This is an optimization exercise on Yosys and OpenROAD, whose aim is small area, not a production implementation.
The RTL was checked by simulation tests, not by an equivalence proof against the original design.

Design display_chronometer, start of the top module:
module display_chronometer #(parameter CLK_DIV = 100) (
    input            clk,
    input            rst,
    input            start,
    input            stop,
    input            restart,
    output [7:0]     hex_display,
    output [3:0]     an
);
   localparam IDLE = 2'd0, RUN = 2'd1, STOP = 2'd2, START = 2'd3;
   localparam [6:0] CNT_0 = 7'b0000001, CNT_1 = 7'b0000010, CNT_TICK = 7'b0111011;
   reg q1, q2;
   always @(posedge clk or posedge rst)
     if (rst) begin q1 <= 1'b0; q2 <= 1'b0; end
     else begin q1 <= start; q2 <= q1; end
   wire b_start   =  q2 & ~restart & ~stop;
   wire b_stop    = ~q2 & ~restart &  stop;
   wire b_restart = ~q2 &  restart & ~stop;
   reg [1:0]  st;
   reg [15:0] value;
   reg [6:0]  cnt;
   reg        wen, ren;
   reg [3:0]  wa;
   reg        busy, a10, we, ack;
   reg [15:0] data;
   reg [15:0] rdata;
   reg        warm0, warm1;
   reg [12:0] dcnt;
   wire [1:0] ph = dcnt[1:0];
   reg        init;                
   reg        cv, cpt, csr;         
   reg        cage1, cage2;        
   reg [3:0]  ca;
   reg        ov;                  
   wire [3:0] oa = ca - 4'd1;
   reg        rp;                  
   reg [15:0] ring0 [0:3];
   reg [15:0] ring1 [0:3];
   reg [15:0] ring2 [0:3];
   reg [15:0] ring3 [0:3];
   wire take_wr  = ~busy & wen;
   wire take_rd  = ~busy & ~wen & ren;
   wire take_wr0 = take_wr & (st == STOP);
   wire ack_now  = busy & ack;
   wire busy_nxt = take_wr | take_rd | (busy & ~ack);
   wire warm_sel = a10 ? warm1 : warm0;
   wire [3:0] ta = wa - 4'd1;      
   wire [1:0] ev_c = ca[1:0] + ph;
   wire [1:0] ev_o = oa[1:0] + ph;
   wire [1:0] ev_t = ta[1:0] + ph;
   wire stay_stop = (st == STOP) & ~b_start & ~b_restart;
   wire tp        = (st == STOP) & b_start & ~busy_nxt;
   wire c_elig    = cage1 ? ~stay_stop : cage2 ? ~tp : 1'b1;
   wire commit_c  = cv & (ev_c == 2'd3) & c_elig;
   wire commit_o  = ov & (ev_o == 2'd3);
   wire [15:0] wsrc = (commit_o | csr) ? rdata : data;
   wire [3:0] wp;
   assign wp[0] = ~init | (commit_c & (ca[3:2] == 2'd0)) | (commit_o & (oa[3:2] == 2'd0));
   assign wp[1] = ~init | (commit_c & (ca[3:2] == 2'd1)) | (commit_o & (oa[3:2] == 2'd1));
  ...
Size: ~900 cells after synthesis, roughly 11000 sq um of cells after synthesis.
==> flow/config.mk <==
export PLATFORM = sky130hd
export DESIGN_NAME = display_chronometer
export DESIGN_NICKNAME = display_chronometer
export VERILOG_FILES = /design/flow/design.v
export SDC_FILE = /design/flow/constraint.sdc
export NUM_CORES = 4
export LEC_CHECK = 0
export CAP_MARGIN = 0
export CORE_MARGIN = 2
export CORE_UTILIZATION = 40
export SLEW_MARGIN = 0
==> flow/constraint.sdc <==
create_clock -name core_clock -period 10.0 [get_ports {clk}]
set_input_delay 2.0000 -clock core_clock [delete_from_list [all_inputs] [get_ports {clk}]]
set_output_delay 2.0000 -clock core_clock [all_outputs]
set_load 0.01 [all_outputs]
standard.sh (not shown) runs the stock make flow with config.mk's settings and CLKGATE_MAP_FILE= SYNTH_SCRIPT=/design/flow/synth_recipe.tcl, a recipe that flattens the netlist after the stock synthesis.
==> flow/flow/run.sh <==
#!/bin/bash
# Layout flow: the standard layout (standard.sh) with these changes:
#  * synthesis runs synth_recipe.tcl with an area-oriented abc mapping script
#    (flow/synth.tcl, flow/area.abc); everything else in it is unchanged;
#  * clock tree: clkbuf_4 buffers, clusters of at most 10 sinks within 70 um, no dummy
#    loads;
#  * port buffers (every input and output still gets one) are buf_1 cells
#    instead of the default clkdlybuf4s50_1.
# Each tool's output: flow_synth.log and flow_make.log here, and ORFS's own
# per-step logs under orfs/logs/.
set -euo pipefail
W=$(pwd)
export FLOW_WORK=$W
export FLOW_ABC_SCRIPT=$W/flow/area.abc
# synthesis only, with our script; standard.sh then finds it done
make -C "$FLOW_HOME" DESIGN_CONFIG="$FLOW_CONFIG" WORK_HOME="$W/orfs" CLKGATE_MAP_FILE= \
  SYNTH_SCRIPT="$W/flow/synth.tcl" synth > flow_synth.log 2>&1
export CTS_ARGS="-sink_clustering_enable -repair_clock_nets -dont_use_dummy_load -buf_list sky130_fd_sc_hd__clkbuf_4 -sink_clustering_size 10 -sink_clustering_max_diameter 70"
export BUFFER_PORTS_ARGS="-buffer_cell sky130_fd_sc_hd__buf_1"
bash standard.sh > flow_make.log 2>&1
==> flow/flow/area.abc <==
&get -n
&st
&dch
&nf -C 32 -p -R 100 -F 10 -A 10 -a
&put
==> flow/flow/synth.tcl <==
# The standard synthesis (synth_recipe.tcl, unchanged), with only the abc
# technology-mapping script swapped for an area-oriented one (flow/area.abc).
# Registers are mapped before abc runs, so they come out as in the standard
# synthesis.
proc abc {args} {
  set i [lsearch -exact $args -script]
  if {$i >= 0} { lset args [expr {$i + 1}] $::env(FLOW_ABC_SCRIPT) }
  yosys abc {*}$args
}
source $::env(FLOW_WORK)/synth_recipe.tcl
Edit:
--- a/flow/flow/run.sh
+++ b/flow/flow/run.sh
@@ -4,3 +4,3 @@
 #    (flow/synth.tcl, flow/area.abc); everything else in it is unchanged;
-#  * clock tree: clkbuf_4 buffers, clusters of at most 10 sinks within 70 um, no dummy
+#  * clock tree: clkbuf_4 buffers, clusters of at most 10 sinks, no dummy
 #    loads;
@@ -17,3 +17,3 @@
   SYNTH_SCRIPT="$W/flow/synth.tcl" synth > flow_synth.log 2>&1
-export CTS_ARGS="-sink_clustering_enable -repair_clock_nets -dont_use_dummy_load -buf_list sky130_fd_sc_hd__clkbuf_4 -sink_clustering_size 10 -sink_clustering_max_diameter 70"
+export CTS_ARGS="-sink_clustering_enable -repair_clock_nets -dont_use_dummy_load -buf_list sky130_fd_sc_hd__clkbuf_4 -sink_clustering_size 10 -sink_clustering_max_diameter 35"
 export BUFFER_PORTS_ARGS="-buffer_cell sky130_fd_sc_hd__buf_1"
After rerunning: Sequential share of layout area went down by 0.37 points. Clock-buffer cell count increases by 9. Hold slack is worse by 0.022 ns. Core utilization went up by 0.25 points. Wire length is higher slightly.

re-timing with driven ports:
In the flow no input, the clock included, has a driving cell. The finished layouts below were timed again as built, in two steps.
Step 1: set_driving_cell puts a clkbuf_16 on clk and a buf_2 on each other input, an assumption about the parent block.
Step 2 times the ports against the registers' clock, not the clock port: input delays grow and output delays shrink by t, the midpoint of the rising clock arrivals with the driver on.
Three values: no drivers, after step 1, after step 2; two values: the first two.
run | shift t [ns] | setup WS [ns] | worst slew at a driven data input, ns
the first run | 0.668 | 5.076 / 5.035 / 5.009 | 0.03
the second run | 0.690 | 5.065 / 5.023 / 5.001 | 0.03
After both steps setup and hold are still met in every run listed. The setup slack of the first run, which loses most, moves by -0.041 ns with the drivers and by -0.067 ns with both steps.
